What follows belongs to an exercise in optimizing a design on an open flow for small area; a production flow would make more cautious choices. In this exercise RTL edits were held to simulation tests only and were not proved equivalent to the original. Power and IR drop assume default switching activity.

## design/flow/flow/run.sh

```bash
#!/bin/bash
# The standard layout (standard.sh) with two changes:
#  - ABC maps the logic with an area-oriented script (flow/abc_area.script);
#    everything else in synthesis, the flip-flop mapping included, is the
#    standard synthesis (synth_recipe.tcl), so the registers are the same.
#  - the port buffers are made from the smallest buffer cell.
set -euo pipefail
W=$PWD
cat > "$W/synth_area.tcl" <<EOF
proc abc {args} {
  set i [lsearch \$args -script]
  if {\$i >= 0} { lset args [expr {\$i+1}] $W/flow/abc_area.script }
  yosys abc {*}\$args
}
source $W/synth_recipe.tcl
EOF
export BUFFER_PORTS_ARGS="-buffer_cell sky130_fd_sc_hd__buf_1"
bash standard.sh SYNTH_SCRIPT="$W/synth_area.tcl" finish > standard.log 2>&1
```

## design/flow/flow/abc_area.script

```
strash
dch
amap
topo
dnsize
```

## design/flow/standard.sh

```bash
#!/bin/bash
# synth_recipe.tcl (not shown) runs the flow's synth.tcl, then flattens the netlist and writes it again
# the make line also repeats each setting of config.mk as NAME=value (left out here)
make -C /OpenROAD-flow-scripts/flow DESIGN_CONFIG=/design/flow/config.mk WORK_HOME=/design/flow/orfs CLKGATE_MAP_FILE= SYNTH_SCRIPT=/design/flow/synth_recipe.tcl "${@:-finish}"
```

## design/flow/config.mk

```make
export PLATFORM = sky130hd
export DESIGN_NAME = top_module
export DESIGN_NICKNAME = top_module
export VERILOG_FILES = /design/flow/design.v
export SDC_FILE = /design/flow/constraint.sdc
export NUM_CORES = 4
export LEC_CHECK = 0
export CAP_MARGIN = 20
export CORE_MARGIN = 2
export CORE_UTILIZATION = 40
export CTS_BUF_LIST = sky130_fd_sc_hd__clkbuf_8
export CTS_CLUSTER_DIAMETER = 150
export CTS_CLUSTER_SIZE = 16
export PLACE_DENSITY = 0.6
export SLEW_MARGIN = 20
```

## design/flow/constraint.sdc

```tcl
create_clock -name core_clock -period 10.0 [get_ports {clk}]
set_input_delay 2.0000 -clock core_clock [delete_from_list [all_inputs] [get_ports {clk}]]
set_output_delay 2.0000 -clock core_clock [all_outputs]
set_load 0.01 [all_outputs]
```

## design/flow/design.v

```verilog
`timescale 1ns / 1ps
module clk_divider(
	input clk_in,
	input rst_n,
	output tick
    );
reg [5:0] q;
assign tick = (q[5:1] == 5'b01101);
wire fb = ~(q[5] ^ q[4]);
always @(posedge clk_in or negedge rst_n)
begin
	if (!rst_n)
		q <= 6'd57;
	else
		q <= {q[4], q[3] ^ tick, q[2:0], fb};
end
endmodule
`timescale 1ns / 1ps
module debouncer(
	input 		clk,
	input 		en,
	input 		rst_n,
	input 		noisy_in,
	output 		rise
    );
reg s0, s1, s2;
assign rise = s1 & ~s2;
always @(posedge clk or negedge rst_n)
begin
	if (!rst_n) begin
		s0 <= 1'b0;
		s1 <= 1'b0;
		s2 <= 1'b0;
	end
	else if (en) begin
		s0 <= noisy_in;
		s1 <= s0;
		s2 <= s1;
	end
end
endmodule
`timescale 1ns / 1ps
module elevator(
	input clk, rst,
	input tick,
	input [4:0] rise,         
	input direction_1, direction_2, direction_3,
	input [4:0] fd,           
	output reg [4:0] Lig_All,
	output reg [4:0] Elev_Put,
	output reg led_busy,
	output [4:0] disp         
);
reg [2:0] hall;
always @(posedge clk or negedge rst)
begin
	if (!rst)
		hall <= 3'd7;
	else if (tick)
		hall <= rise[0] ? 3'd0 : rise[1] ? 3'd1 : rise[2] ? 3'd2 :
		        rise[3] ? 3'd3 : rise[4] ? 3'd4 : 3'd7;
end
reg [7:0] Say;            
reg [2:0] pressed;        
reg way_want;
reg [2:0] inner;          
reg [4:0] Layer;
reg PosLoc, Current_way;
reg [2:0] regression;
reg [2:0] FinishPart;     
reg [1:0] DirMe;          
function lt3;
	input [2:0] a, b;
	lt3 = ~a[2] & (b[2] | (~a[1] & b[1]) | ((~a[1] | b[1]) & ~a[0] & b[0]));
endfunction
function [4:0] dec5;
	input [2:0] a;
	dec5 = {a[2], ~a[2] & (a[1:0] == 2'd3), ~a[2] & (a[1:0] == 2'd2),
	        ~a[2] & (a[1:0] == 2'd1), ~a[2] & (a[1:0] == 2'd0)};
endfunction
wire step = tick & (&Say);
wire step_d = tick & (Say == 8'd6);    
wire [4:0] car = fd & ~Layer;
wire pv = ~(pressed[2] & pressed[1]) && (pressed != regression);
wire iv = ~(inner[2] & inner[1]) && (inner != regression);
wire [1:0] dir_stop = regression[1:0] | {2{regression[2]}};
wire qv = pv | iv;
wire [2:0] q = pv ? pressed : inner;
wire q_way_ok = !pv || (way_want == Current_way);
wire in_r0 = (regression == 3'd0);
wire arrive = !PosLoc && FinishPart == regression;
wire dstop = !PosLoc && DirMe == dir_stop;
wire q_mid = q_way_ok && (Current_way ? (lt3(q, regression) && lt3(FinishPart, q))
                                      : (lt3(regression, q) && lt3(q, FinishPart)));
wire start = qv && (in_r0 || PosLoc);
wire take = start || (qv && !in_r0 && !arrive && !dstop && q_mid);
assign disp = {PosLoc, Current_way, regression};
always @(posedge clk)
begin
	if (!rst) begin
		led_busy <= 1'b0;
		Lig_All <= 5'd0;
		Elev_Put <= 5'd0;
		inner <= 3'd7;
		PosLoc <= 1'b1;
		regression <= 3'd0;
		Say <= 8'd6;
		pressed <= 3'd7;
		Layer <= 5'd0;
	end
	else if (tick) begin
		Layer <= fd;
		Say <= step ? 8'd6 : Say + 8'd1;
		if (~(hall[2] & hall[1]) && !step) begin
			pressed <= hall;
			way_want <= hall[1] ? (hall[0] ? direction_3 : direction_2) : direction_1;
		end
		else if (step_d)
			pressed <= 3'd7;
		if (car[0] && !step)      inner <= 3'd0;
		else if (car[1] && !step) inner <= 3'd1;
		else if (car[2] && !step) inner <= 3'd2;
		else if (car[3] && !step) inner <= 3'd3;
		else if (car[4] && !step) inner <= 3'd4;
		else if (step_d)          inner <= 3'd7;
		if (step) begin
			if (in_r0 ? !qv : (arrive || dstop)) begin
				Elev_Put <= Elev_Put & ~dec5(regression);
				Lig_All <= Lig_All & ~dec5(regression);
			end
			else if (take) begin
				if (pv)
					Elev_Put <= Elev_Put | dec5(q);
				else
					Lig_All <= Lig_All | dec5(q);
			end
			led_busy <= in_r0 ? (qv ? led_busy : ~PosLoc) : (arrive || dstop);
		end
		if (step_d) begin
			if (in_r0) begin
				if (qv)
					regression <= 3'd1;
				PosLoc <= !qv;
			end
			else if (arrive)
				PosLoc <= 1'b1;
			else if (dstop)
				DirMe <= 2'd0;
			else if (!PosLoc)
				regression <= (Current_way || regression[2]) ? regression - 3'd1 : regression + 3'd1;
			if (start) begin
				FinishPart <= q;
				PosLoc <= 1'b0;
				DirMe <= 2'd0;
				Current_way <= !lt3(regression, q);
			end
			else if (take)
				DirMe <= q[1:0];
		end
	end
end
endmodule
`timescale 1ns / 1ps
module ssd(
	input clk,
	input rst,                  
	input [4:0] disp,           
	output a_out, b_out, c_out, d_out, e_out, f_out, g_out,
	output p_out,
	output [7:0] an
);
reg [16:0] cnt;
reg on;                         
reg [2:0] dig;                  
localparam [16:0] TERM = 17'd85105;
localparam [16:0] TMASK = ~17'h04004;
wire adv = ((cnt ^ TERM) & TMASK) == 17'd0;
wire fb = ~(cnt[16] ^ cnt[13]);
wire on_n = rst & (on | adv);
wire [2:0] dig_n = !rst ? 3'd0 : (adv & on) ? dig + 3'd1 : dig;
always @(posedge clk)
begin
	if (!rst)
		cnt <= 17'd117873;
	else
		cnt <= {cnt[15] ^ adv, cnt[14:0], fb};
	on <= on_n;
	dig <= dig_n;
end
assign an = on ? ~(8'd1 << dig) : 8'hFF;
assign p_out = 1'b1;
reg [4:0] disp_d;
always @(posedge clk)
	disp_d <= disp;
reg [6:0] seg;
always @(*)
begin
	case (dig)
	3'd0: case (disp_d[2:0])
		3'd0: seg = 7'b0000001;
		3'd1: seg = 7'b1001111;
		3'd2: seg = 7'b0010010;
		3'd3: seg = 7'b0000110;
		default: seg = 7'b1101100;
		endcase
	3'd1: seg = 7'b1111110;
	3'd2: seg = 7'b1110001;
	3'd3: seg = 7'b0111000;
	3'd4: seg = disp_d[4] ? 7'b1000010 : disp_d[3] ? 7'b0000001 : 7'b0011000;
	3'd5: seg = disp_d[4] ? 7'b1001111 : disp_d[3] ? 7'b1000010 : 7'b1000001;
	default: seg = 7'b1111110;
	endcase
end
assign {a_out, b_out, c_out, d_out, e_out, f_out, g_out} = on ? seg : 7'b1111111;
endmodule
`timescale 1ns / 1ps
module top_module(
    input clk,
    rst,
    floor_0_p,
    floor_1_p,
    floor_2_p,
    floor_3_p,
    floor_4_p,
    direction_1,
    direction_2,
    direction_3,
    floor_0_d,
    floor_1_d,
    floor_2_d,
    floor_3_d,
    floor_4_d,
    output led_inside_0,
    led_inside_1,
    led_inside_2,
    led_inside_3,
    led_inside_4,
    led_outside_0,
    led_outside_1,
    led_outside_2,
    led_outside_3,
    led_outside_4,
    led_busy,
    a_out,b_out,c_out,d_out,e_out,f_out,g_out,p_out,
    output [7:0]an
);
    wire tick;
    wire [4:0] rise;
    wire [4:0] disp;
    clk_divider divider(.clk_in(clk), .rst_n(rst), .tick(tick));
    debouncer pb0(.clk(clk), .en(tick), .rst_n(rst), .noisy_in(floor_0_p), .rise(rise[0]));
    debouncer pb1(.clk(clk), .en(tick), .rst_n(rst), .noisy_in(floor_1_p), .rise(rise[1]));
    debouncer pb2(.clk(clk), .en(tick), .rst_n(rst), .noisy_in(floor_2_p), .rise(rise[2]));
    debouncer pb3(.clk(clk), .en(tick), .rst_n(rst), .noisy_in(floor_3_p), .rise(rise[3]));
    debouncer pb4(.clk(clk), .en(tick), .rst_n(rst), .noisy_in(floor_4_p), .rise(rise[4]));
    elevator elev(
        .clk(clk), .rst(rst), .tick(tick), .rise(rise),
        .direction_1(direction_1), .direction_2(direction_2), .direction_3(direction_3),
        .fd({floor_4_d, floor_3_d, floor_2_d, floor_1_d, floor_0_d}),
        .Lig_All({led_inside_4, led_inside_3, led_inside_2, led_inside_1, led_inside_0}),
        .Elev_Put({led_outside_4, led_outside_3, led_outside_2, led_outside_1, led_outside_0}),
        .led_busy(led_busy),
        .disp(disp));
    ssd seven_segment_display(
        .clk(clk), .rst(rst), .disp(disp),
        .a_out(a_out), .b_out(b_out), .c_out(c_out), .d_out(d_out),
        .e_out(e_out), .f_out(f_out), .g_out(g_out), .p_out(p_out),
        .an(an));
endmodule
```

==> impl_metrics.env, run 1 <==
export IMPL_cts_buffers=9
export IMPL_detailroute_via_count=3340
export IMPL_finalSetupViolations=0
export IMPL_fin_worst_skew_ns=0.0109
export IMPL_drive_gt1_share_pct=5.39
export IMPL_clock_tree_from_tritoncts="yes"
export IMPL_cp_required_ns=10.25
export IMPL_crit_path_from="elev.regression[2]"
export IMPL_worst_pin_slew_ns=0.739
export IMPL_drt_wl_total_um=8860
export IMPL_core_area_um2=9730
export IMPL_overflow=0
export IMPL_synthesis_nets=486
export IMPL_timing_worst_setup_path_type="reg -> reg"
export IMPL_gp_congestion=0.853
export IMPL_finalHoldViolations=0
export IMPL_residual_drc_count=0
export IMPL_drt_iter0_drc=193
export IMPL_postRouteAntennaNets=0
export IMPL_numPortBuffers=40
export IMPL_synth_yosys_warnings=4
export IMPL_grt_pass1_vias=3166
export IMPL_globalRouteMet2Util_pct=26.6
export IMPL_pwr_density_cell_nw_per_um2=139
export IMPL_setup_repair_after_global_routing_missed_its_margin="no"
export IMPL_groute_layer_met3_usage_pct=4.03
export IMPL_critical_path_reg2reg_endpoint="elev.Lig_All[4]"
export IMPL_finalPower_w=0.000630
export IMPL_grt_pass1_wl_um=15100
export IMPL_critPathLaunchType="flip-flop"
export IMPL_max_clock_freq_ghz=0.189
export IMPL_die_height_um=104
export IMPL_pre_cts_slack_ns=4.88
export IMPL_ios=42
export IMPL_holdCritPathClass="reg -> reg"
export IMPL_ys_flop_type="dfxtp_1"
export IMPL_worst_endpoint_arrival_ns=5.54
export IMPL_start_util_pct=41.0
export IMPL_min_delay_start="divider.q[2]"
export IMPL_finalCriticalPeriod_ns=5.29
export IMPL_r2r_worst_path_depth=16
export IMPL_worst_r2r_setup_slack_ns=4.71
export IMPL_timing_slew_headroom_pct=50.6
export IMPL_die_w_um=104
export IMPL_worstSetupEndpointType="flip-flop"
export IMPL_layout_worst_path_cycle_share_pct=52.9
export IMPL_timing_final_max_slew_violations=0
export IMPL_yosysUniqueCellTypes=44
export IMPL_rows=36
export IMPL_routed_wire_length_per_instance_um=13.6
export IMPL_leakage_nw=1.63
export IMPL_die_area_um2=10800
export IMPL_highest_fanout_seen_on_the_critical_path=10
export IMPL_clockBufferDepth=2
export IMPL_worstReg2RegStart="elev.regression[2]"
export IMPL_clock_root_buffer="clkbuf_8"
export IMPL_clkLatencyLatePin_ns=0.36
export IMPL_synth_edf_count=7
export IMPL_average_cell_area_after_synthesis_um2=8.64
export IMPL_cts_htree_levels=3
export IMPL_clock_sinks=91
export IMPL_grt_max_degree=41
export IMPL_dp_hpwl_um=6140
export IMPL_cts_resized_gates=0
export IMPL_post_cts_hold_buffer_count=0
export IMPL_worst_slack_ns=4.71
export IMPL_num_antenna_cells=0
export IMPL_final_core_utilization_pct=46.5
export IMPL_global_route_peak_usage_layer="met2"
export IMPL_antenna_found_initial=0
export IMPL_worst_ir_drop_vdd_mv=0.0686
export IMPL_hold_path_depth=0
export IMPL_drt_pass1_iterations=4
export IMPL_outcome="finished clean"
export IMPL_syn_cell_area_um2=3990
export IMPL_grtUsageMet1_pct=23.4
export IMPL_synth_seq_area_share_pct=50.7
export IMPL_number_of_violations_of_the_max_capacitance_limit=0
export IMPL_post_cts_buffers=0
export IMPL_detail_route_vias_per_cell=5.12
export IMPL_setup_tns_final_ns=0
export IMPL_worstHoldEndpoint="divider.q[3]"
export IMPL_worst_setup_hold_path_clk_slew_ns=0.09
export IMPL_cells_after_synthesis=461
export IMPL_synth_ff_latch_count=91
export IMPL_synth_async_reset_ratio_pct=26.4
export IMPL_synthToLayoutAreaGrowth_pct=13.6
export IMPL_grtUsageTotal_pct=17.0
export IMPL_num_nets_final=539
==> cell families after synthesis <==
logic type                 after synthesis  synth area share [%]
other                                    1                0.0941
AOI/OAI and AO/OA                      118                  19.7
DFF                                     91                  50.7
adders and majority gates               10                  3.33
and+or+nand+nor                        178                  20.2
buffers and inverters                   63                  6.03
==> worst max-delay path by stage <==
stage	cells after the start	slack [ns]	end
finish	16	4.71	elev.Lig_All[4]
global placement	16	4.84	elev.Lig_All[4]
CTS	16	4.87	elev.Lig_All[4]
detailed placement	16	4.88	elev.Lig_All[4]
global route	16	4.26	elev.Lig_All[4]
floorplan	16	5.18	elev.inner[2]
==> cell usage after synthesis (2+ instances only) <==
cell,count,area (um2)
nor2_1,73,274
a22oi_1,3,22.5
nor2b_1,13,81.3
or4_1,2,15.0
o221a_1,4,45.0
dfrtp_1,17,425
o21ai_0,31,155
a211oi_1,10,75.1
a2111oi_0,2,17.5
nor3_1,16,80.1
or3_1,3,18.8
clkinv_1,62,233
edfxtp_1,7,210
a21oi_1,18,90.1
a221oi_1,4,35.0
dfstp_2,7,184
a311oi_1,2,17.5
nand3_1,8,40.0
ha_1,9,113
or2_0,9,56.3
o21a_1,6,45.0
o221ai_1,5,43.8
a31oi_1,2,12.5
nand2_1,42,158
nand4_1,7,43.8
dfxtp_1,60,1200
nor4_1,3,18.8
a32oi_1,2,17.5
o31ai_1,3,22.5
o22ai_1,17,106
==> flip-flops by register name (all words and copies together) (netlist names), 2 cells and up <==
name	count
elev.Elev_Put	5
elev.DirMe	2
elev.pressed	3
elev.hall	3
divider.q	6
elev.Lig_All	5
elev.Say	8
elev.Layer	5
seven_segment_display.cnt	17
elev.inner	3
elev.regression	3
seven_segment_display.dig	3
elev.FinishPart	3
seven_segment_display.disp_d	5
==> power breakdown <==
part | total [W] | switching [W] | internal, W
logic | 0.0000183 | 0.0000116 | 0.00000675
registers | 0.000375 | 0.00000212 | 0.000373
clock network | 0.000237 | 0.000132 | 0.000105
total | 0.000630 | 0.000146 | 0.000485
==> area by class of cell <==
class	instances	area, um2
clock buffers	11	151
clock inverters	5	33.8
fillers	998	5200
inverters	62	233
multi-input cells	307	1730
flip-flops and latches	91	2020
well taps	133	166
repair buffers	43	194
==> cells in the final DEF, fill, tap and decap left out, types with 3 or more instances in the layout <==
cell type and count:
nor2_1 72, clkinv_1 62, dfxtp_1 60, nand2_1 42
buf_1 39, o21ai_0 31, a21oi_1 18, o22ai_1 17
dfrtp_1 17, nor3_1 16, nor2b_1 13, clkbuf_8 11
a211oi_1 10, or2_0 9, ha_1 9, nand3_1 8
nand4_1 7, dfstp_2 7, edfxtp_1 7, o21a_1 6
o221ai_1 5, a221oi_1 4, o221a_1 4, nor4_1 3
a22oi_1 3, or3_1 3, o31ai_1 3
==> through the flow <==
stage               hold slack [ns]  instance area, um2  std cells
CTS                           0.388                4500        651
global placement              0.353                4310        635
floorplan                     0.346                3990        461
detailed placement            0.373                4310        635
finish                        0.387                4530        652
global route                  0.392                4530        652
==> layer usage <==
metal | wire (um) | part of all wire [%]
met5 | 0 | 0
met4 | 103 | 1.2
met3 | 508 | 5.7
met2 | 3950 | 45
met1 | 4300 | 49
==> critical path: stages (launching register included) <==
cell and delay, ns:
dfxtp_1 0.45, clkinv_1 0.25, o22ai_1 0.11, o32ai_1 0.69, clkinv_1 0.35, o22ai_1 0.56
clkinv_1 0.33, o21ai_0 0.28, a31o_1 0.13, a31oi_1 0.07, a2111oi_0 0.52, or2_0 0.26
nor2_1 0.09, a211oi_1 0.42, clkinv_1 0.31, a311oi_1 0.28, nor3_1 0.08
==> run 2: changes to the inputs <==
--- a/design/flow/flow/run.sh
+++ b/design/flow/flow/run.sh
@@ -3,6 +3,8 @@
 #  - ABC maps the logic with an area-oriented script (flow/abc_area.script);
 #    everything else in synthesis, the flip-flop mapping included, is the
 #    standard synthesis (synth_recipe.tcl), so the registers are the same.
+#    Yosys's full/half-adder extraction is skipped (ADDER_MAP_FILE empty), so
+#    ABC sees the adders' logic as plain gates.
 #  - the port buffers are made from the smallest buffer cell.
 set -euo pipefail
 W=$PWD
@@ -15,4 +17,4 @@
 source $W/synth_recipe.tcl
 EOF
 export BUFFER_PORTS_ARGS="-buffer_cell sky130_fd_sc_hd__buf_1"
-bash standard.sh SYNTH_SCRIPT="$W/synth_area.tcl" finish > standard.log 2>&1
+bash standard.sh SYNTH_SCRIPT="$W/synth_area.tcl" ADDER_MAP_FILE= finish > standard.log 2>&1
==> design/flow/flow/abc_area.script (replaced) <==
strash
&get -n
&deepsyn -T 20 -S 7
&put
dch -f
amap
topo
--- a/design/flow/config.mk
+++ b/design/flow/config.mk
@@ -9,7 +9,7 @@
 export CORE_MARGIN = 2
 export CORE_UTILIZATION = 40
 export CTS_BUF_LIST = sky130_fd_sc_hd__clkbuf_8
-export CTS_CLUSTER_DIAMETER = 150
-export CTS_CLUSTER_SIZE = 16
+export CTS_CLUSTER_DIAMETER = 300
+export CTS_CLUSTER_SIZE = 24
 export PLACE_DENSITY = 0.6
 export SLEW_MARGIN = 20
==> impl_metrics.env, run 2 <==
export IMPL_combPwrFrac_pct=4.2
export IMPL_drt_wl_total_um=7800
export IMPL_cp_required_ns=8.00
export IMPL_yosysUniqueCellTypes=38
export IMPL_cells_after_synthesis=435
export IMPL_dp_hpwl_um=5490
export IMPL_switching_power_w=0.000151
export IMPL_max_clock_freq_ghz=0.241
export IMPL_pwr_density_cell_nw_per_um2=160
export IMPL_final_core_utilization_pct=46.4
export IMPL_die_w_um=100
export IMPL_gp_congestion=0.901
export IMPL_detailroute_via_count=3116
export IMPL_ios=42
export IMPL_dpl_instance_area_um2=4010
export IMPL_clock_tree_from_tritoncts="yes"
export IMPL_ys_flop_type="dfxtp_1"
export IMPL_most_common_layout_cells="74 x nor2_1, 60 x dfxtp_1, 59 x clkinv_1, 42 x nand2_1, 39 x buf_1"
export IMPL_layout_commonest_cell="nor2_1"
export IMPL_timing_worst_setup_path_type="reg -> out"
export IMPL_layout_worst_path_cycle_share_pct=41.5
export IMPL_design_area_um2=4230
export IMPL_post_place_cells=587
export IMPL_number_of_violations_of_the_max_capacitance_limit=0
export IMPL_seq_power_share_pct=55.9
export IMPL_post_cts_hold_buffer_count=0
export IMPL_syn_cell_area_um2=3710
export IMPL_outcome="finished clean"
export IMPL_die_area_um2=10100
export IMPL_leakage_nw=1.51
export IMPL_worst_pin_slew_ns=0.690
export IMPL_fin_worst_skew_ns=0.00941
export IMPL_synth_most_common_cell="nor2_1"
export IMPL_reg_largest_list="seven_segment_display.cnt: 17 flops, elev.Say: 8 flops, divider.q: 6 flops"
export IMPL_timing_final_max_slew_violations=0
export IMPL_synthToLayoutAreaGrowth_pct=14.0
export IMPL_setup_repair_after_global_routing_missed_its_margin="no"
export IMPL_rows=35
export IMPL_grtUsageTotal_pct=16.6
export IMPL_synth_yosys_warnings=4
export IMPL_core_area_um2=9110
export IMPL_cts_buffers=9
export IMPL_yosysTopAreaCellShare_pct=32.4
export IMPL_num_nets_final=502
export IMPL_holdCritPathClass="reg -> reg"
export IMPL_fin_cells=603
export IMPL_routed_wire_length_per_instance_um=12.9
export IMPL_drt_iter0_drc=146
export IMPL_synthesis_nets=450
export IMPL_internal_power_w=0.000525
export IMPL_numPortBuffers=40
export IMPL_synth_top_area_cell="dfxtp_1"
export IMPL_finalHoldViolations=0
export IMPL_worst_endpoint_arrival_ns=2.15
export IMPL_worst_ir_drop_vdd_mv=0.102
export IMPL_finalCriticalPeriod_ns=4.15
export IMPL_synth_edf_count=7
export IMPL_setup_tns_final_ns=0
export IMPL_clock_root_buffer="clkbuf_8"
export IMPL_overflow=0
export IMPL_synth_ff_latch_count=91
export IMPL_postRouteAntennaNets=0
export IMPL_clkLatencyLatePin_ns=0.36
export IMPL_highest_fanout_seen_on_the_critical_path=9
export IMPL_grt_pass1_wl_um=13300
export IMPL_grt_pass1_vias=2915
export IMPL_timing_slew_headroom_pct=53.7
export IMPL_drt_pass1_iterations=4
export IMPL_synth_seq_area_share_pct=54.5
export IMPL_grt_max_degree=47
export IMPL_detail_route_vias_per_cell=5.17
export IMPL_power_share_clock_pct=39.9
export IMPL_largest_register_ff_count=17
export IMPL_clockBufferDepth=2
export IMPL_worst_setup_hold_path_clk_slew_ns=0.08
export IMPL_cts_resized_gates=0
export IMPL_start_util_pct=40.7
export IMPL_post_synth_most_frequent_cells="74 x nor2_1, 60 x dfxtp_1, 59 x clkinv_1, 42 x nand2_1"
export IMPL_critPathLaunchType="flip-flop"
export IMPL_num_antenna_cells=0
export IMPL_clock_sinks=91
export IMPL_antenna_found_initial=0
export IMPL_residual_drc_count=0
export IMPL_drive_gt1_share_pct=5.28
export IMPL_die_height_um=100
export IMPL_synth_async_reset_ratio_pct=26.4
export IMPL_synth_top_cells_by_area="dfxtp_1 32%, dfrtp_1 11%, nor2_1 7.5%"
export IMPL_worstSetupEndpointType="primary output"
export IMPL_registers_top_by_ff_count="seven_segment_display.cnt"
export IMPL_post_cts_buffers=0
export IMPL_finalPower_w=0.000676
export IMPL_finalSetupViolations=0
export IMPL_cts_htree_levels=3
export IMPL_average_cell_area_after_synthesis_um2=8.53
export IMPL_power_switching_fraction_pct=22.4
==> run 2: area by class of cell <==
cell class / instances / area, um2
clock inverters: 7 / 92.6
repair buffers: 42 / 166
inverters: 59 / 221
fillers: 921 / 4880
flip-flops and latches: 91 / 2020
multi-input cells: 284 / 1470
well taps: 111 / 139
clock buffers: 9 / 124
==> run 2: critical path, cell delays in order, from the launching register on <==
cell and delay (ns):
dfxtp_1 0.51, clkinv_1 0.27, nand2_1 0.17, o211ai_1 0.13
and3_1 0.23, or3_1 0.35, buf_1 0.13
==> run 2: layer usage <==
layer / vias to the layer above / global-route usage [%] / part of all wire (%)
li1: 1597 / - / -
met1: 1460 / 20.7 / 46
met2: 50 / 28.0 / 49
met3: 9 / 4.60 / 4.1
met4: 0 / 5.37 / 1.1
met5: - / 0 / 0
==> run 2: power groups by stage <==
| stage | clock network, W | logic (W) | registers [W] |
|---|---|---|---|
| finish | 0.000269 | 0.0000283 | 0.000378 |
| global placement | 0 | 0.0000280 | 0.000386 |
| CTS | 0.000277 | 0.0000287 | 0.000378 |
| detailed placement | 0 | 0.0000286 | 0.000386 |
| floorplan | 0 | 0.0000185 | 0.000385 |
| global route | 0.000291 | 0.0000329 | 0.000379 |
==> run 2: metrics by stage <==
stage          setup WS, ns  hold slack [ns]
2_1_floorplan          5.42            0.354
3_3_place_gp           5.90            0.362
3_5_place_dp           5.84            0.368
4_1_cts                5.83            0.380
5_1_grt                5.61            0.385
6_report               5.85            0.378
==> run 2: kinds of logic after synthesis <==
logic type,share of synthesized area [%]
compound gates,18.2
buf+inv,6.17
flops,54.5
other cells,0.101
simple gates,21.0
==> run 2: final timing paths <==
check | slack (ns) | endpoint | cells after the start | startpoint
hold reg to reg | 0.38 | divider.q[5] | 0 | divider.q[4]
setup / recovery | 5.85 | a_out | 6 | seven_segment_display.dig[2]
setup reg to reg | 6.03 | elev.Elev_Put[2] | 16 | elev.regression[0]
max in group asynchronous | 7.94 | divider.q[3] | 2 | rst
hold / removal | 0.38 | divider.q[5] | 0 | divider.q[4]
min in group asynchronous | 1.68 | pb3.s0 | 2 | rst
==> run 3: changes to the inputs <==
--- a/design/flow/config.mk
+++ b/design/flow/config.mk
@@ -9,7 +9,5 @@
 export CORE_MARGIN = 2
 export CORE_UTILIZATION = 40
 export CTS_BUF_LIST = sky130_fd_sc_hd__clkbuf_8
-export CTS_CLUSTER_DIAMETER = 300
-export CTS_CLUSTER_SIZE = 24
 export PLACE_DENSITY = 0.6
 export SLEW_MARGIN = 20
==> impl_metrics.env, run 3 <==
export IMPL_outcome="finished clean"
export IMPL_post_cts_buffers=0
export IMPL_cp_required_ns=10.30
export IMPL_drt_iter0_drc=172
export IMPL_cts_buffers=9
export IMPL_clock_tree_from_tritoncts="yes"
export IMPL_final_core_utilization_pct=46.4
export IMPL_timing_slew_headroom_pct=44.8
export IMPL_worstSetupEndpointType="flip-flop"
export IMPL_finalHoldViolations=0
export IMPL_detailroute_via_count=3236
export IMPL_synth_most_common_cell="nor2_1"
export IMPL_rows=35
export IMPL_clock_root_buffer="clkbuf_8"
export IMPL_post_cts_hold_buffer_count=0
export IMPL_average_cell_area_after_synthesis_um2=8.20
export IMPL_ys_flop_type="dfxtp_1"
export IMPL_finalSetupViolations=0
export IMPL_timing_final_max_slew_violations=0
export IMPL_critical_path_most_common_cell="clkinv_1"
export IMPL_registers_top_by_ff_count="seven_segment_display.cnt"
export IMPL_timing_worst_setup_path_type="reg -> reg"
export IMPL_clkLatencyLatePin_ns=0.36
export IMPL_whs_ns=0.375
export IMPL_drt_pass1_iterations=4
export IMPL_dp_hpwl_um=5780
export IMPL_layout_worst_path_cycle_share_pct=46.6
export IMPL_numPortBuffers=40
export IMPL_setup_repair_after_global_routing_missed_its_margin="no"
export IMPL_clockBufferDepth=2
export IMPL_number_of_violations_of_the_max_capacitance_limit=0
export IMPL_synthesis_nets=474
export IMPL_postRouteAntennaNets=0
export IMPL_critPathTopFamily="simple AND/OR/NAND/NOR gates"
export IMPL_post_synth_most_frequent_cells="102 x nor2_1, 70 x clkinv_1, 60 x dfxtp_1, 41 x nand2_1"
export IMPL_setup_tns_final_ns=0
export IMPL_routed_wire_length_per_instance_um=13.0
export IMPL_leakage_nw=1.53
export IMPL_critical_path_cell_chain="clkinv_1 > o22ai_1 > clkinv_1 > a31oi_1 > clkinv_1 > nand2_1 > nand2_1 > o21ai_0 > clkinv_1 > a21oi_1 > nor2_1 > o31ai_1 > clkinv_1 > nor4_1 > a31oi_1 > nor3_1 > nor2b_1 > or3_1 > or3_1 > nor2_1 > nor2_1 > nor2_1"
export IMPL_start_util_pct=40.9
export IMPL_yosysUniqueCellTypes=36
export IMPL_dpl_instance_area_um2=4070
export IMPL_pwr_density_cell_nw_per_um2=155
export IMPL_synth_top_cells_by_area="dfxtp_1 32%, dfrtp_1 11%, nor2_1 10%"
export IMPL_grt_pass1_vias=3098
export IMPL_num_nets_final=526
export IMPL_synthToLayoutAreaGrowth_pct=13.3
export IMPL_ios=42
export IMPL_residual_drc_count=0
export IMPL_max_clock_freq_ghz=0.215
export IMPL_synth_ff_latch_count=91
export IMPL_overflow=0
export IMPL_layout_commonest_cell="nor2_1"
export IMPL_drive_gt1_share_pct=5.04
export IMPL_synth_top_area_cell="dfxtp_1"
export IMPL_detail_route_vias_per_cell=5.16
export IMPL_cells_after_synthesis=459
export IMPL_cts_htree_levels=3
export IMPL_worst_endpoint_arrival_ns=4.96
export IMPL_gp_congestion=0.955
export IMPL_finalPower_w=0.000660
export IMPL_design_area_um2=4270
export IMPL_die_height_um=101
export IMPL_die_w_um=101
export IMPL_grt_pass1_wl_um=14000
export IMPL_yosysTopAreaCellShare_pct=31.9
export IMPL_die_area_um2=10200
export IMPL_reg_largest_list="seven_segment_display.cnt: 17 flops, elev.Say: 8 flops, divider.q: 6 flops"
export IMPL_grt_max_degree=42
export IMPL_most_common_layout_cells="102 x nor2_1, 71 x clkinv_1, 60 x dfxtp_1, 41 x nand2_1, 39 x buf_1"
export IMPL_synth_edf_count=7
export IMPL_largest_register_ff_count=17
export IMPL_antenna_found_initial=0
export IMPL_synth_yosys_warnings=4
export IMPL_syn_cell_area_um2=3760
export IMPL_synth_async_reset_ratio_pct=26.4
export IMPL_holdCritPathClass="reg -> reg"
export IMPL_highest_fanout_seen_on_the_critical_path=9
export IMPL_critPathLaunchType="flip-flop"
export IMPL_fin_worst_skew_ns=0.0103
export IMPL_cts_resized_gates=0
export IMPL_worst_pin_slew_ns=0.823
export IMPL_worst_ir_drop_vdd_mv=0.0871
export IMPL_critical_path_slowest_cell="dfxtp_1"
export IMPL_finalCriticalPeriod_ns=4.66
export IMPL_clock_sinks=91
export IMPL_synth_seq_area_share_pct=53.7
export IMPL_cp_num_buf_inv=5
export IMPL_drt_wl_total_um=8120
export IMPL_worst_setup_hold_path_clk_slew_ns=0.09
export IMPL_num_antenna_cells=0
export IMPL_grtUsageTotal_pct=17.3
export IMPL_longest_individual_stage_delay_on_the_worst_path_ns=0.51
export IMPL_core_area_um2=9200
run 3: metrics by stage:
| step | worst slack [ns] | cells |
|---|---|---|
| CTS | 5.48 | 627 |
| global route | 4.87 | 627 |
| global placement | 5.66 | 611 |
| finish | 5.34 | 627 |
| detailed placement | 5.55 | 611 |
| floorplan | 5.18 | 459 |
run 3: metal layers:
| layer | part of all wire (%) | vias up | wire, um | track usage, % |
|---|---|---|---|---|
| met5 | 0 | - | 0 | 0 |
| met2 | 44 | 111 | 3580 | 27.0 |
| li1 | - | 1657 | - | - |
| met3 | 5.7 | 30 | 466 | 4.72 |
| met4 | 3.2 | 0 | 257 | 8.52 |
| met1 | 47 | 1438 | 3820 | 22.3 |
run 3: logic make-up (layout without fill, tap and decap cells):
group / count (synthesis) / count (layout) / synth area share [%]
simple gates: 193 / 193 / 22.0
compound gates: 103 / 103 / 17.0
flops: 91 / 91 / 53.7
buf+inv: 71 / 128 / 7.18
other cells: 1 / 1 / 0.0996
run 3: area by class of cell:
type                       instances  area, um2
timing repair buffer              42        166
inverter                          70        263
clock buffer                      10        138
tap                              111        139
fill                             953       4930
sequential                        91       2020
clock inverter                     6       61.3
multi-input combinational        297       1480
run 3: final timing paths:
kind | start | to | slack, ns | cells after the start
max | elev.regression[0] | elev.Lig_All[1] | 5.34 | 22
min | divider.q[4] | divider.q[5] | 0.38 | 0
max reg2reg | elev.regression[0] | elev.Lig_All[1] | 5.34 | 22
max in group asynchronous | rst | divider.q[4] | 7.96 | 2
min reg2reg | divider.q[4] | divider.q[5] | 0.38 | 0
min in group asynchronous | rst | divider.q[2] | 1.68 | 2
run 3: power breakdown:
group | total, W | switching [W] | internal, W
Sequential | 0.000378 | 0.00000356 | 0.000374
Combinational | 0.0000282 | 0.0000189 | 0.00000931
Clock | 0.000254 | 0.000131 | 0.000122
==> run 4: changes to the inputs <==
==> design/flow/flow/run.sh (replaced) <==
#!/bin/bash
# The standard layout (standard.sh) with these changes:
#  - ABC maps the logic with an area-oriented script (&deepsyn, then dch and
#    amap), tried with a few random seeds; the smallest result is kept.
#    Everything else in synthesis, the flip-flop mapping included, is the
#    standard synthesis (synth_recipe.tcl), so the registers are the same.
#    Yosys's full/half-adder extraction is skipped (ADDER_MAP_FILE empty), so
#    ABC sees the adders' logic as plain gates.
#  - the port buffers are made from the smallest buffer cell.
#  - clock tree synthesis adds no dummy loads.
set -euo pipefail
W=$PWD
mkdir -p "$W/abc"
cat > "$W/synth_area.tcl" <<EOF
proc abc {args} {
  set i [lsearch \$args -script]
  set lib [lindex \$args [expr {[lsearch \$args -liberty] + 1}]]
  yosys design -save pre_abc
  set best ""
  foreach seed {7 11 2} {
    yosys design -load pre_abc
    set f $W/abc/seed\$seed.script
    set fh [open \$f w]
    puts \$fh "strash\n&get -n\n&deepsyn -T 20 -S \$seed\n&put\ndch -f\namap\ntopo"
    close \$fh
    lset args [expr {\$i + 1}] \$f
    yosys abc {*}\$args
    yosys tee -q -o $W/abc/stat\$seed.txt stat -liberty \$lib
    set fh [open $W/abc/stat\$seed.txt r]; set txt [read \$fh]; close \$fh
    regexp {Chip area for module [^:]*: ([0-9.]+)} \$txt -> a
    puts "abc seed \$seed: area \$a"
    if {\$best eq "" || \$a < \$best} { set best \$a; yosys design -save best_abc }
  }
  yosys design -load best_abc
}
source $W/synth_recipe.tcl
EOF
export BUFFER_PORTS_ARGS="-buffer_cell sky130_fd_sc_hd__buf_1"
export CTS_ARGS="-sink_clustering_enable -repair_clock_nets -buf_list sky130_fd_sc_hd__clkbuf_4 -root_buf sky130_fd_sc_hd__clkbuf_8 -sink_clustering_size 8 -sink_clustering_max_diameter 60 -dont_use_dummy_load"
bash standard.sh SYNTH_SCRIPT="$W/synth_area.tcl" ADDER_MAP_FILE= finish > standard.log 2>&1
removed: design/flow/flow/abc_area.script
==> impl_metrics.env, run 4 <==
export IMPL_outcome="finished clean"
export IMPL_grt_pass1_vias=2930
export IMPL_average_cell_area_after_synthesis_um2=8.53
export IMPL_max_clock_freq_ghz=0.242
export IMPL_power_switching_fraction_pct=21.9
export IMPL_die_height_um=100
export IMPL_post_cts_buffers=0
export IMPL_drive_gt1_share_pct=4.12
export IMPL_grt_max_degree=47
export IMPL_finalHoldViolations=0
export IMPL_power_share_clock_pct=31.7
export IMPL_dp_hpwl_um=5490
export IMPL_routed_wire_length_per_instance_um=12.9
export IMPL_worst_ir_drop_vdd_mv=0.0934
export IMPL_yosysUniqueCellTypes=38
export IMPL_detailroute_via_count=3098
export IMPL_core_area_um2=9110
export IMPL_critPathTopFamily="simple AND/OR/NAND/NOR gates"
export IMPL_ys_flop_type="dfxtp_1"
export IMPL_multi_input_area_um2=1470
export IMPL_grtUsageTotal_pct=16.5
export IMPL_levels_on_crit_path=6
export IMPL_switching_power_w=0.000130
export IMPL_overflow=0
export IMPL_start_util_pct=40.7
export IMPL_synth_async_reset_ratio_pct=26.4
export IMPL_synth_most_common_cell="nor2_1"
export IMPL_whs_ns=0.364
export IMPL_cp_required_ns=8.00
export IMPL_leakage_nw=1.46
export IMPL_drt_iter0_drc=128
export IMPL_synth_ff_latch_count=91
export IMPL_num_antenna_cells=0
export IMPL_timing_final_max_slew_violations=0
export IMPL_internal_power_w=0.000465
export IMPL_synth_top_cells_by_area="dfxtp_1 32%, dfrtp_1 11%, nor2_1 7.5%"
export IMPL_gp_congestion=0.901
export IMPL_synth_top_area_cell="dfxtp_1"
export IMPL_synth_seq_area_share_pct=54.5
export IMPL_number_of_violations_of_the_max_capacitance_limit=0
export IMPL_ios=42
export IMPL_highest_fanout_seen_on_the_critical_path=9
export IMPL_numPortBuffers=40
export IMPL_cp_num_buf_inv=2
export IMPL_postRouteAntennaNets=0
export IMPL_cts_resized_gates=0
export IMPL_worst_endpoint_arrival_ns=2.13
export IMPL_drt_pass1_iterations=4
export IMPL_clkLatencyLatePin_ns=0.35
export IMPL_synthToLayoutAreaGrowth_pct=11.5
export IMPL_clock_tree_from_tritoncts="yes"
export IMPL_antenna_found_initial=0
export IMPL_seq_power_share_pct=63.5
export IMPL_synthesis_nets=450
export IMPL_finalSetupViolations=0
export IMPL_detail_route_vias_per_cell=5.20
export IMPL_largest_register_ff_count=17
export IMPL_residual_drc_count=0
export IMPL_layout_worst_path_cycle_share_pct=41.3
export IMPL_ff_latch_area_um2=2020
export IMPL_registers_top_by_ff_count="seven_segment_display.cnt"
export IMPL_setup_repair_after_global_routing_missed_its_margin="no"
export IMPL_post_synth_most_frequent_cells="74 x nor2_1, 60 x dfxtp_1, 59 x clkinv_1, 42 x nand2_1"
export IMPL_n_fill_cell=923
export IMPL_setup_tns_final_ns=0
export IMPL_finalCriticalPeriod_ns=4.13
export IMPL_longest_individual_stage_delay_on_the_worst_path_ns=0.50
export IMPL_cts_htree_levels=3
export IMPL_clock_root_buffer="clkbuf_8"
export IMPL_post_cts_hold_buffer_count=0
export IMPL_combPwrFrac_pct=4.8
export IMPL_holdCritPathClass="reg -> reg"
export IMPL_timing_worst_setup_path_type="reg -> out"
export IMPL_drt_wl_total_um=7710
export IMPL_cts_buffers=9
export IMPL_most_common_layout_cells="74 x nor2_1, 60 x dfxtp_1, 59 x clkinv_1, 42 x nand2_1, 39 x buf_1"
export IMPL_cells_after_synthesis=435
export IMPL_layout_commonest_cell="nor2_1"
export IMPL_pwr_density_cell_nw_per_um2=144
export IMPL_grt_pass1_wl_um=13300
export IMPL_worst_pin_slew_ns=0.698
export IMPL_worstSetupEndpointType="primary output"
export IMPL_synth_edf_count=7
export IMPL_reg_largest_list="seven_segment_display.cnt: 17 flops, elev.Say: 8 flops, divider.q: 6 flops"
export IMPL_critical_path_slowest_cell="dfxtp_1"
export IMPL_clock_sinks=91
export IMPL_die_w_um=100
export IMPL_hold_path_depth=0
export IMPL_num_nets_final=502
export IMPL_yosysTopAreaCellShare_pct=32.4
export IMPL_critical_path_cell_chain="clkinv_1 > nand2_1 > o211ai_1 > and3_1 > or3_1 > buf_1"
export IMPL_fin_worst_skew_ns=0.0223
export IMPL_syn_cell_area_um2=3710
export IMPL_die_area_um2=10100
export IMPL_worst_setup_hold_path_clk_slew_ns=0.09
export IMPL_timing_slew_headroom_pct=53.2
export IMPL_critPathLaunchType="flip-flop"
export IMPL_rows=35
export IMPL_r2r_worst_path_depth=16
export IMPL_synth_yosys_warnings=4
export IMPL_clockBufferDepth=2
[run 4: changes by cell type in the layout (fill, tap and decap cells not counted), sizes merged, moves of 3 or more]
cell	change
nand3	+5
nor2	-28
o22a	+3
clkinv	-13
o22ai	+4
or2	+3
[run 4: cell type report]
type	count	share of cell area, %
Sequential cell	91	48.9
Multi-Input combinational cell	284	35.4
Inverter	59	5.35
Timing Repair Buffer	42	4.02
Tap cell	111	3.36
Clock buffer	9	2.99
[run 4: cell families after synthesis]
kind of cell	after synthesis	share of synthesized area [%]
compound gates	109	18.2
buf+inv	60	6.17
flops	91	54.5
other cells	1	0.101
simple gates	174	21.0
[run 4: worst register-to-register path: stages (launching register included)]
cell      delay, ns
dfxtp_1        0.52
clkinv_1       0.36
nand2_1        0.15
o21ai_0        0.08
a31oi_1        0.19
nor2_1         0.09
o21ai_0        0.51
clkinv_1       0.28
or2_0          0.33
o211ai_1       0.29
o221ai_1       0.21
nor2b_1        0.21
nor2_1         0.26
nand2_1        0.20
nor2_1         0.15
nor2_1         0.05
nor2_1         0.07
[run 4: metrics by stage]
stage / instances / utilization, % / setup WS, ns / total power, W / instance area, um2
after floorplan: 435 / - / 5.42 / 0.000403 / 3710
after global placement: 587 / 44.1 / 5.90 / 0.000414 / 4010
after detailed placement: 587 / 44.1 / 5.84 / 0.000414 / 4010
after CTS: 596 / 45.4 / 5.85 / 0.000605 / 4140
after global routing: 596 / 45.4 / 5.63 / 0.000622 / 4140
final: 596 / 45.4 / 5.87 / 0.000595 / 4140
[run 4: power groups by stage]
stage	registers (W)	logic (W)	clock network (W)
after global routing	0.000379	0.0000329	0.000210
after detailed placement	0.000386	0.0000286	0
after CTS	0.000378	0.0000287	0.000198
final	0.000378	0.0000284	0.000189
after global placement	0.000386	0.0000280	0
after floorplan	0.000385	0.0000185	0
[run 4: path summary, 6_finish.rpt]
path,end,startpoint,slack (ns)
worst max register to register,elev.Elev_Put[2],elev.regression[0],6.00
max in group asynchronous,divider.q[3],rst,7.91
worst min-delay path,divider.q[2],divider.q[1],0.36
min in group asynchronous,pb3.s0,rst,1.68
worst max-delay path,a_out,seven_segment_display.dig[2],5.87
worst min register to register,divider.q[2],divider.q[1],0.36
[run 4: metal layers]
metal  track usage (%)  up-vias  part of all wire (%)
met5                 0        -                     0
met4              5.16        0                   1.1
met3              4.60        8                   5.1
met2              27.8       62                    49
met1              20.6     1437                    45
li1                  -     1591                     -
==> run 5: changes to the inputs <==
--- a/design/flow/flow/run.sh
+++ b/design/flow/flow/run.sh
@@ -36,5 +36,5 @@
 source $W/synth_recipe.tcl
 EOF
 export BUFFER_PORTS_ARGS="-buffer_cell sky130_fd_sc_hd__buf_1"
-export CTS_ARGS="-sink_clustering_enable -repair_clock_nets -buf_list sky130_fd_sc_hd__clkbuf_4 -root_buf sky130_fd_sc_hd__clkbuf_8 -sink_clustering_size 8 -sink_clustering_max_diameter 60 -dont_use_dummy_load"
+export CTS_ARGS="-sink_clustering_enable -repair_clock_nets -buf_list sky130_fd_sc_hd__clkbuf_8 -dont_use_dummy_load"
 bash standard.sh SYNTH_SCRIPT="$W/synth_area.tcl" ADDER_MAP_FILE= finish > standard.log 2>&1
==> impl_metrics.env, run 5 <==
export IMPL_worstReg2RegStart="elev.regression[0]"
export IMPL_post_cts_buffers=0
export IMPL_synth_edf_count=7
export IMPL_worstSetupEndpointType="primary output"
export IMPL_worst_slack_ns=5.87
export IMPL_cts_resized_gates=0
export IMPL_pre_cts_slack_ns=5.84
export IMPL_critPathLaunchType="flip-flop"
export IMPL_synth_top_cells_by_area="dfxtp_1 32%, dfrtp_1 11%, nor2_1 7.5%"
export IMPL_timing_final_max_slew_violations=0
export IMPL_layout_worst_path_cycle_share_pct=41.3
export IMPL_residual_drc_count=0
export IMPL_post_cts_hold_buffer_count=0
export IMPL_cells_after_synthesis=435
export IMPL_synthToLayoutAreaGrowth_pct=11.5
export IMPL_detailroute_via_count=3098
export IMPL_timing_worst_setup_path_type="reg -> out"
export IMPL_synthesis_nets=450
export IMPL_yosysUniqueCellTypes=38
export IMPL_final_core_utilization_pct=45.4
export IMPL_worst_endpoint_arrival_ns=2.13
export IMPL_most_common_layout_cells="74 x nor2_1, 60 x dfxtp_1, 59 x clkinv_1, 42 x nand2_1, 39 x buf_1"
export IMPL_number_of_violations_of_the_max_capacitance_limit=0
export IMPL_longest_individual_stage_delay_on_the_worst_path_ns=0.50
export IMPL_clock_root_buffer="clkbuf_8"
export IMPL_clock_tree_from_tritoncts="yes"
export IMPL_clock_sinks=91
export IMPL_finalHoldViolations=0
export IMPL_pwr_density_cell_nw_per_um2=144
export IMPL_rows=35
export IMPL_synth_seq_area_share_pct=54.5
export IMPL_worst_setup_hold_path_clk_slew_ns=0.09
export IMPL_largest_register_ff_count=17
export IMPL_drt_iter0_drc=128
export IMPL_die_height_um=100
export IMPL_setup_tns_final_ns=0
export IMPL_registers_top_by_ff_count="seven_segment_display.cnt"
export IMPL_critical_path_slowest_cell="dfxtp_1"
export IMPL_synth_top_area_cell="dfxtp_1"
export IMPL_drive_gt1_share_pct=4.12
export IMPL_finalPower_w=0.000595
export IMPL_die_area_um2=10100
export IMPL_worst_ir_drop_vdd_mv=0.0934
export IMPL_grt_max_degree=47
export IMPL_postRouteAntennaNets=0
export IMPL_finalSetupViolations=0
export IMPL_start_util_pct=40.7
export IMPL_detail_route_vias_per_cell=5.20
export IMPL_core_area_um2=9110
export IMPL_n_fill_cell=923
export IMPL_post_synth_most_frequent_cells="74 x nor2_1, 60 x dfxtp_1, 59 x clkinv_1, 42 x nand2_1"
export IMPL_crit_path_from="seven_segment_display.dig[2]"
export IMPL_post_place_cells=587
export IMPL_die_w_um=100
export IMPL_grt_pass1_wl_um=13300
export IMPL_ys_flop_type="dfxtp_1"
export IMPL_synth_async_reset_ratio_pct=26.4
export IMPL_reg_largest_list="seven_segment_display.cnt: 17 flops, elev.Say: 8 flops, divider.q: 6 flops"
export IMPL_ios=42
export IMPL_syn_cell_area_um2=3710
export IMPL_fin_worst_skew_ns=0.0223
export IMPL_fin_cells=596
export IMPL_antenna_found_initial=0
export IMPL_cts_htree_levels=3
export IMPL_min_delay_start="divider.q[1]"
export IMPL_clockBufferDepth=2
export IMPL_layout_commonest_cell="nor2_1"
export IMPL_clkLatencyLatePin_ns=0.35
export IMPL_num_antenna_cells=0
export IMPL_overflow=0
export IMPL_max_clock_freq_ghz=0.242
export IMPL_leakage_nw=1.46
export IMPL_dp_hpwl_um=5490
export IMPL_num_nets_final=502
export IMPL_critical_path_cell_chain="clkinv_1 > nand2_1 > o211ai_1 > and3_1 > or3_1 > buf_1"
export IMPL_yosysTopAreaCellShare_pct=32.4
export IMPL_outcome="finished clean"
export IMPL_drt_wl_total_um=7710
export IMPL_holdCritPathClass="reg -> reg"
export IMPL_ff_latch_area_um2=2020
export IMPL_synth_most_common_cell="nor2_1"
export IMPL_worst_pin_slew_ns=0.698
export IMPL_gp_congestion=0.901
export IMPL_highest_fanout_seen_on_the_critical_path=9
export IMPL_cp_required_ns=8.00
export IMPL_grt_pass1_vias=2930
export IMPL_grtUsageTotal_pct=16.5
export IMPL_cts_buffers=9
export IMPL_synth_yosys_warnings=4
export IMPL_average_cell_area_after_synthesis_um2=8.53
export IMPL_setup_repair_after_global_routing_missed_its_margin="no"
export IMPL_finalCriticalPeriod_ns=4.13
export IMPL_drt_pass1_iterations=4
export IMPL_synth_ff_latch_count=91
export IMPL_routed_wire_length_per_instance_um=12.9
export IMPL_multi_input_area_um2=1470
export IMPL_timing_slew_headroom_pct=53.2
export IMPL_numPortBuffers=40
run 5: cell counts after synthesis:
Identical to the previous run, type by type.
run 5: through the flow:
step                      instance area [um2]  hold WS (ns)
final                                    4140         0.364
after global routing                     4140         0.382
after CTS                                4140         0.369
after detailed placement                 4010         0.368
after global placement                   4010         0.362
after floorplan                          3710         0.354
run 5: power breakdown:
| part | internal (W) | switching (W) |
|---|---|---|
| sequential | 0.000375 | 0.00000349 |
| clock | 0.0000807 | 0.000108 |
| combinational | 0.00000994 | 0.0000184 |
| total | 0.000465 | 0.000130 |
run 5: per-layer routing:
| metal | global-route usage [%] | wire [um] | vias up | part of all wire, % |
|---|---|---|---|---|
| li1 | - | - | 1591 | - |
| met1 | 20.6 | 3490 | 1437 | 45 |
| met2 | 27.8 | 3750 | 62 | 49 |
| met3 | 4.60 | 390 | 8 | 5.1 |
| met4 | 5.16 | 84 | 0 | 1.1 |
| met5 | 0 | 0 | - | 0 |
run 5: cell families after synthesis:
| logic type | synth area share [%] |
|---|---|
| compound gates | 18.2 |
| buf+inv | 6.17 |
| flops | 54.5 |
| other cells | 0.101 |
| simple gates | 21.0 |
run 5: path summary, 6_finish.rpt:
path	to	cells past startpoint	slack [ns]
hold / removal	divider.q[2]	0	0.36
setup / recovery	a_out	6	5.87
hold reg to reg	divider.q[2]	0	0.36
max in group asynchronous	divider.q[3]	2	7.91
setup reg to reg	elev.Elev_Put[2]	16	6.00
min in group asynchronous	pb3.s0	2	1.68
run 5: area by class of cell:
class	instances	share of cell area (%)
repair buffers	42	4.02
inverters	59	5.35
clock buffers	9	2.99
well taps	111	3.36
flip-flops and latches	91	48.9
multi-input cells	284	35.4
run 5: critical path: cells and delay by family, from the launching register on:
| family | cells | cell delay (ns) |
|---|---|---|
| AO/OA/AOI/OAI | 1 | 0.13 |
| buffers and inverters | 2 | 0.40 |
| flip-flops | 1 | 0.50 |
| AND/OR/NAND/NOR | 3 | 0.75 |
==> run 6: changes to the inputs <==
--- a/design/flow/design.v
+++ b/design/flow/design.v
@@ -23,20 +23,14 @@
 	input 		noisy_in,
 	output 		rise
     );
-reg s0, s1, s2;
-assign rise = s1 & ~s2;
+reg s0;
+assign rise = noisy_in & ~s0;
 always @(posedge clk or negedge rst_n)
 begin
-	if (!rst_n) begin
+	if (!rst_n)
 		s0 <= 1'b0;
-		s1 <= 1'b0;
-		s2 <= 1'b0;
-	end
-	else if (en) begin
+	else if (en)
 		s0 <= noisy_in;
-		s1 <= s0;
-		s2 <= s1;
-	end
 end
 endmodule
 `timescale 1ns / 1ps
@@ -51,14 +45,20 @@
 	output reg led_busy,
 	output [4:0] disp         
 );
-reg [2:0] hall;
+reg [2:0] hall0, hall1, hall;
 always @(posedge clk or negedge rst)
 begin
-	if (!rst)
+	if (!rst) begin
+		hall0 <= 3'd7;
+		hall1 <= 3'd7;
 		hall <= 3'd7;
-	else if (tick)
-		hall <= rise[0] ? 3'd0 : rise[1] ? 3'd1 : rise[2] ? 3'd2 :
-		        rise[3] ? 3'd3 : rise[4] ? 3'd4 : 3'd7;
+	end
+	else if (tick) begin
+		hall0 <= rise[0] ? 3'd0 : rise[1] ? 3'd1 : rise[2] ? 3'd2 :
+		         rise[3] ? 3'd3 : rise[4] ? 3'd4 : 3'd7;
+		hall1 <= hall0;
+		hall <= hall1;
+	end
 end
 reg [7:0] Say;            
 reg [2:0] pressed;        
--- a/design/flow/config.mk
+++ b/design/flow/config.mk
@@ -7,7 +7,7 @@
 export LEC_CHECK = 0
 export CAP_MARGIN = 20
 export CORE_MARGIN = 2
-export CORE_UTILIZATION = 40
+export CORE_UTILIZATION = 55
 export CTS_BUF_LIST = sky130_fd_sc_hd__clkbuf_8
-export PLACE_DENSITY = 0.6
+export PLACE_DENSITY = 0.75
 export SLEW_MARGIN = 20
==> impl_metrics.env, run 6 <==
export IMPL_outcome="finished clean"
export IMPL_clock_tree_from_tritoncts="yes"
export IMPL_route_layer_met1_wl_um=3560
export IMPL_grt_pass1_wl_um=12500
export IMPL_seq_power_share_pct=64.1
export IMPL_longest_individual_stage_delay_on_the_worst_path_ns=0.76
export IMPL_cts_htree_levels=3
export IMPL_num_antenna_cells=0
export IMPL_rows=29
export IMPL_synth_edf_count=7
export IMPL_dp_hpwl_um=5390
export IMPL_synthToLayoutAreaGrowth_pct=10.7
export IMPL_grtUsageTotal_pct=21.7
export IMPL_critPathTopFamily="compound AO/OA/AOI/OAI gates"
export IMPL_finalSetupViolations=0
export IMPL_synth_top_area_cell="dfxtp_1"
export IMPL_timing_final_max_slew_violations=0
export IMPL_holdCritPathClass="reg -> reg"
export IMPL_die_w_um=84.8
export IMPL_synth_top_cells_by_area="dfxtp_1 33%, dfstp_2 9.5%, nor2_1 7.9%"
export IMPL_dpl_instance_area_um2=3850
export IMPL_registers_top_by_ff_count="seven_segment_display.cnt"
export IMPL_grt_pass1_vias=2766
export IMPL_critPathLaunchType="flip-flop"
export IMPL_synth_async_reset_ratio_pct=23.0
export IMPL_clockBufferDepth=2
export IMPL_clock_sinks=87
export IMPL_detailroute_via_count=3070
export IMPL_worst_setup_hold_path_clk_slew_ns=0.07
export IMPL_largest_register_ff_count=17
export IMPL_synth_ff_latch_count=87
export IMPL_synth_yosys_warnings=4
export IMPL_layout_worst_path_cycle_share_pct=49.5
export IMPL_worst_endpoint_arrival_ns=5.15
export IMPL_max_clock_freq_ghz=0.202
export IMPL_synth_most_common_cell="nor2_1"
export IMPL_r2r_worst_path_depth=19
export IMPL_average_cell_area_after_synthesis_um2=8.58
export IMPL_worstReg2RegStart="elev.regression[2]"
export IMPL_worstSetupEndpointType="flip-flop"
export IMPL_setup_tns_final_ns=0
export IMPL_overflow=0
export IMPL_reg_largest_list="seven_segment_display.cnt: 17 flops, elev.Say: 8 flops, divider.q: 6 flops"
export IMPL_die_height_um=84.8
export IMPL_hold_path_depth=0
export IMPL_whs_ns=0.376
export IMPL_most_common_layout_cells="76 x nor2_1, 60 x clkinv_1, 60 x dfxtp_1, 39 x buf_1, 30 x a21oi_1"
export IMPL_yosysTopAreaCellShare_pct=33.4
export IMPL_cp_required_ns=10.20
export IMPL_ios=42
export IMPL_power_share_clock_pct=32.6
export IMPL_residual_drc_count=0
export IMPL_detail_route_vias_per_cell=5.62
export IMPL_internal_power_w=0.000444
export IMPL_start_util_pct=56.6
export IMPL_combPwrFrac_pct=3.3
export IMPL_cts_resized_gates=0
export IMPL_cells_after_synthesis=419
export IMPL_postRouteAntennaNets=0
export IMPL_number_of_violations_of_the_max_capacitance_limit=0
export IMPL_crit_path_from="elev.regression[2]"
export IMPL_ys_flop_type="dfxtp_1"
export IMPL_post_synth_most_frequent_cells="76 x nor2_1, 60 x clkinv_1, 60 x dfxtp_1, 30 x a21oi_1, 27 x nand2_1"
export IMPL_critical_path_cell_chain="clkinv_1 > nand2_1 > nand2_1 > nor2_1 > a21oi_1 > a2111oi_0 > nor2_1 > nor2_1 > clkinv_1 > o22ai_1 > o221ai_1 > o211ai_1 > o221ai_1 > and2_0 > nor3_1 > a21oi_1 > or4_1 > o21ai_0 > o32ai_1"
export IMPL_antenna_found_initial=0
export IMPL_cts_buffers=9
export IMPL_drive_gt1_share_pct=5.54
export IMPL_critical_path_slowest_cell="a2111oi_0"
export IMPL_synthesis_nets=434
export IMPL_finalHoldViolations=0
export IMPL_die_area_um2=7200
export IMPL_switching_power_w=0.000116
export IMPL_met2_wl_post_dr_um=3390
export IMPL_drt_pass1_iterations=5
export IMPL_highest_fanout_seen_on_the_critical_path=9
export IMPL_worst_ir_drop_vdd_mv=0.0903
export IMPL_power_switching_fraction_pct=20.7
export IMPL_finalCriticalPeriod_ns=4.95
export IMPL_min_delay_start="divider.q[4]"
export IMPL_topRoutingLayerUsed="met4"
export IMPL_design_area_um2=3980
export IMPL_syn_cell_area_um2=3590
export IMPL_routed_wire_length_per_instance_um=13.6
export IMPL_timing_worst_setup_path_type="reg -> reg"
export IMPL_pwr_density_cell_nw_per_um2=141
export IMPL_drt_iter0_drc=369
export IMPL_levels_on_crit_path=19
export IMPL_critical_path_most_common_cell="nor2_1"
export IMPL_gp_congestion=0.943
export IMPL_drt_wl_total_um=7420
export IMPL_core_area_um2=6350
export IMPL_worst_pin_slew_ns=0.975
export IMPL_synth_seq_area_share_pct=53.7
export IMPL_layout_commonest_cell="nor2_1"
export IMPL_numPortBuffers=40
export IMPL_met3_routed_wl_um=380
export IMPL_post_cts_buffers=0
export IMPL_num_nets_final=486
export IMPL_leakage_nw=1.39
export IMPL_fin_worst_skew_ns=0.0281
export IMPL_post_cts_hold_buffer_count=0
export IMPL_yosysUniqueCellTypes=38
export IMPL_setup_repair_after_global_routing_missed_its_margin="no"
export IMPL_clkLatencyLatePin_ns=0.35
export IMPL_grt_max_degree=40
export IMPL_timing_slew_headroom_pct=33.3
export IMPL_clock_root_buffer="clkbuf_8"
export IMPL_cp_num_buf_inv=2
==> run 6: stage by stage <==
step                setup WS (ns)  instances  total power, W  utilization (%)
floorplan                    5.75        419        0.000377                -
global placement             5.46        537        0.000385             60.7
detailed placement           5.20        537        0.000385             60.7
CTS                          5.16        546        0.000568             62.6
global route                 4.64        546        0.000585             62.6
finish                       5.05        546        0.000560             62.6
==> run 6: final cells by class <==
type / count / area (um2)
Clock buffer: 9 / 124
Inverter: 60 / 225
Tap cell: 77 / 96.3
Multi-Input combinational cell: 271 / 1440
Timing Repair Buffer: 42 / 166
Fill cell: 569 / 2370
Sequential cell: 87 / 1930
==> run 6: path summary, 6_finish.rpt <==
check,to,slack (ns)
setup reg to reg,elev.Elev_Put[3],5.05
hold / removal,divider.q[5],0.38
setup / recovery,elev.Elev_Put[3],5.05
min in group asynchronous,pb0.s0,1.68
max in group asynchronous,divider.q[3],7.99
hold reg to reg,divider.q[5],0.38
==> run 6: layer usage <==
metal / global-route usage [%] / up-vias
met1: 29.9 / 1399
met4: 7.94 / 0
met5: 0 / -
li1: - / 1566
met2: 33.5 / 96
met3: 5.45 / 9
==> run 6: cells by family (layout without fill, tap and decap cells) <==
logic type / count (synthesis) / count (layout) / share of synthesized area (%)
AOI/OAI and AO/OA: 109 / 109 / 19.5
DFF: 87 / 87 / 53.7
buffers and inverters: 61 / 111 / 6.48
and+or+nand+nor: 161 / 161 / 20.2
other: 1 / 1 / 0.104
==> run 6: power groups by stage <==
stage / clock (W) / combinational [W] / sequential [W]
3_3_place_gp: 0 / 0.0000182 / 0.000366
5_1_grt: 0.000204 / 0.0000209 / 0.000359
4_1_cts: 0.000190 / 0.0000187 / 0.000359
3_5_place_dp: 0 / 0.0000186 / 0.000366
2_1_floorplan: 0 / 0.0000110 / 0.000366
6_report: 0.000183 / 0.0000183 / 0.000359
==> run 6: worst reg2reg max path, cell delays in order (launching register included) <==
cell and delay [ns]:
dfxtp_1 0.45, clkinv_1 0.26, nand2_1 0.13, nand2_1 0.08, nor2_1 0.10, a21oi_1 0.05, a2111oi_0 0.76, nor2_1 0.13
nor2_1 0.22, clkinv_1 0.16, o22ai_1 0.47, o221ai_1 0.19, o211ai_1 0.19, o221ai_1 0.19, and2_0 0.26, nor3_1 0.26
a21oi_1 0.12, or4_1 0.43, o21ai_0 0.26, o32ai_1 0.11
==> run 7: changes to the inputs <==
--- a/design/flow/config.mk
+++ b/design/flow/config.mk
@@ -7,7 +7,7 @@
 export LEC_CHECK = 0
 export CAP_MARGIN = 20
 export CORE_MARGIN = 2
-export CORE_UTILIZATION = 55
+export CORE_UTILIZATION = 40
 export CTS_BUF_LIST = sky130_fd_sc_hd__clkbuf_8
-export PLACE_DENSITY = 0.75
+export PLACE_DENSITY = 0.6
 export SLEW_MARGIN = 20
==> impl_metrics.env, run 7 <==
export IMPL_finalSetupViolations=0
export IMPL_reg_largest_list="seven_segment_display.cnt: 17 flops, elev.Say: 8 flops, divider.q: 6 flops"
export IMPL_start_util_pct=41.4
export IMPL_worst_ir_drop_vdd_mv=0.0807
export IMPL_clockBufferDepth=2
export IMPL_worst_setup_hold_path_clk_slew_ns=0.07
export IMPL_synth_async_reset_ratio_pct=23.0
export IMPL_synthesis_nets=449
export IMPL_worstHoldEndpoint="divider.q[2]"
export IMPL_timing_worst_setup_path_type="reg -> reg"
export IMPL_outcome="finished clean"
export IMPL_critPathLaunchType="flip-flop"
export IMPL_finalCriticalPeriod_ns=4.21
export IMPL_overflow=0
export IMPL_layout_worst_path_cycle_share_pct=42.1
export IMPL_hold_path_depth=0
export IMPL_rows=34
export IMPL_synth_seq_area_share_pct=53.4
export IMPL_yosysTopAreaCellShare_pct=33.3
export IMPL_die_height_um=99.0
export IMPL_setup_repair_after_global_routing_missed_its_margin="no"
export IMPL_multi_input_area_um2=1450
export IMPL_post_synth_most_frequent_cells="91 x nor2_1, 61 x clkinv_1, 60 x dfxtp_1, 40 x nand2_1"
export IMPL_detail_route_vias_per_cell=5.08
export IMPL_worst_r2r_setup_slack_ns=5.79
export IMPL_fin_worst_skew_ns=0.0200
export IMPL_synth_most_common_cell="nor2_1"
export IMPL_ys_flop_type="dfxtp_1"
export IMPL_num_antenna_cells=0
export IMPL_antenna_found_initial=0
export IMPL_clkLatencyLatePin_ns=0.35
export IMPL_gp_congestion=0.890
export IMPL_cp_required_ns=10.27
export IMPL_synth_ff_latch_count=87
export IMPL_core_area_um2=8720
export IMPL_grt_pass1_vias=2772
export IMPL_dp_hpwl_um=5280
export IMPL_grtUsageTotal_pct=16.2
export IMPL_min_delay_start="divider.q[1]"
export IMPL_worstSetupEndpointType="flip-flop"
export IMPL_num_nets_final=501
export IMPL_dpl_instance_area_um2=3910
export IMPL_post_cts_buffers=0
export IMPL_cts_resized_gates=0
export IMPL_drt_pass1_iterations=4
export IMPL_synth_edf_count=7
export IMPL_drt_wl_total_um=7410
export IMPL_clock_tree_from_tritoncts="yes"
export IMPL_die_area_um2=9810
==> run 7: changes by cell type after synthesis, moves of 4 or more <==
cell | before | now
a2111oi_0 | 4 | 0
a21oi_1 | 30 | 23
nand3_1 | 2 | 8
nor2_1 | 76 | 91
o21ai_0 | 18 | 23
nand2_1 | 27 | 40
nor3_1 | 21 | 11
==> run 7: layer usage <==
layer  share of wire, %  routed length, um  vias to the layer above  GRT usage (%)
met5                  0                  0                        -              0
met4               0.66                 49                        0           4.32
met3                5.4                403                        4           4.82
met2                 44               3260                       67           24.7
met1                 50               3690                     1344           22.4
li1                   -                  -                     1592              -
==> run 7: worst max-delay path, cell delays in order (launching register included) <==
cell      delay (ns)
dfxtp_1         0.55
clkinv_1        0.35
nand2_1         0.12
o21ai_0         0.08
a31oi_1         0.19
nor2_1          0.10
nor2_1          0.23
clkinv_1        0.18
o22ai_1         0.44
clkinv_1        0.24
a21oi_1         0.19
nor2_1          0.05
nor3_1          0.21
nor2_1          0.10
nor4b_1         0.30
o21ai_0         0.15
nand2_1         0.17
nand3_1         0.21
nor2_1          0.16
nor2_1          0.05
nor2_1          0.07
==> run 7: cells by family after synthesis <==
kind of cell    Yosys count  share of synthesized area [%]
flops                    87                           53.4
simple gates            184                           22.4
buf+inv                  62                           6.55
compound gates          100                           17.5
other cells               1                          0.104
==> run 7: cell type report <==
type	count	share of cell area, %
Multi-Input combinational cell	285	36.0
Tap cell	108	3.35
Inverter	61	5.67
Sequential cell	87	47.8
Clock buffer	9	3.07
Timing Repair Buffer	42	4.12
==> run 7: worst max-delay path by stage <==
| stage | start | to | slack, ns | cells past startpoint |
|---|---|---|---|---|
| 2_1_floorplan | divider.q[4] | elev.inner[1] | 6.21 | 17 |
| 3_3_place_gp | rst | elev.Current_way | 5.78 | 6 |
| 3_5_place_dp | rst | elev.Current_way | 5.62 | 6 |
| 4_1_cts | elev.regression[0] | elev.DirMe[1] | 5.86 | 18 |
| 5_1_grt | elev.regression[0] | elev.Lig_All[2] | 5.33 | 20 |
| 6_report | elev.regression[0] | elev.Lig_All[2] | 5.79 | 20 |
==> run 7: power by group <==
| part | leakage [nW] | total [W] | internal (W) | switching [W] |
|---|---|---|---|---|
| logic | 0.593 | 0.0000187 | 0.00000663 | 0.0000120 |
| registers | 0.773 | 0.000359 | 0.000357 | 0.00000234 |
| clock network | 0.0647 | 0.000184 | 0.0000806 | 0.000104 |
==> run 7: per-stage QoR <==
stage	cells	setup slack [ns]	util [%]	total power [W]	hold WS, ns
floorplan	434	6.21	-	0.000377	0.354
global placement	583	5.78	44.8	0.000385	0.363
CTS	592	5.86	46.3	0.000572	0.382
finish	592	5.79	46.3	0.000562	0.380
detailed placement	583	5.62	44.8	0.000386	0.364
global route	592	5.33	46.3	0.000586	0.388

[separate check: timing with driven ports]
In the flow no input, the clock included, has a driving cell. The finished layouts below were timed again as built, in two steps.
Step 1 assumes that a clkbuf_16 drives the clock port and a buf_2 every other input.
Step 2, shift: input delay + t, output delay - t, t = (earliest + latest rising clock arrival at the registers) / 2. This alone moves slack from input paths to output paths.
a / b / c = ideal / step 1 / step 2; a / b = the first two.
| run | t, ns | slack for setup (ns) |
|---|---|---|
| run 1 | 0.386 | 4.710 / 4.710 / 4.710 |
| run 2 | 0.383 | 5.854 / 5.823 / 5.880 |
| run 3 | 0.387 | 5.344 / 5.344 / 5.344 |
| run 4 | 0.371 | 5.870 / 5.839 / 5.878 |
| run 5 | 0.371 | 5.870 / 5.839 / 5.878 |
| run 6 | 0.366 | 5.047 / 5.047 / 5.047 |
| run 7 | 0.368 | 5.789 / 5.789 / 5.669 |
After both steps setup and hold are still met in every run listed.
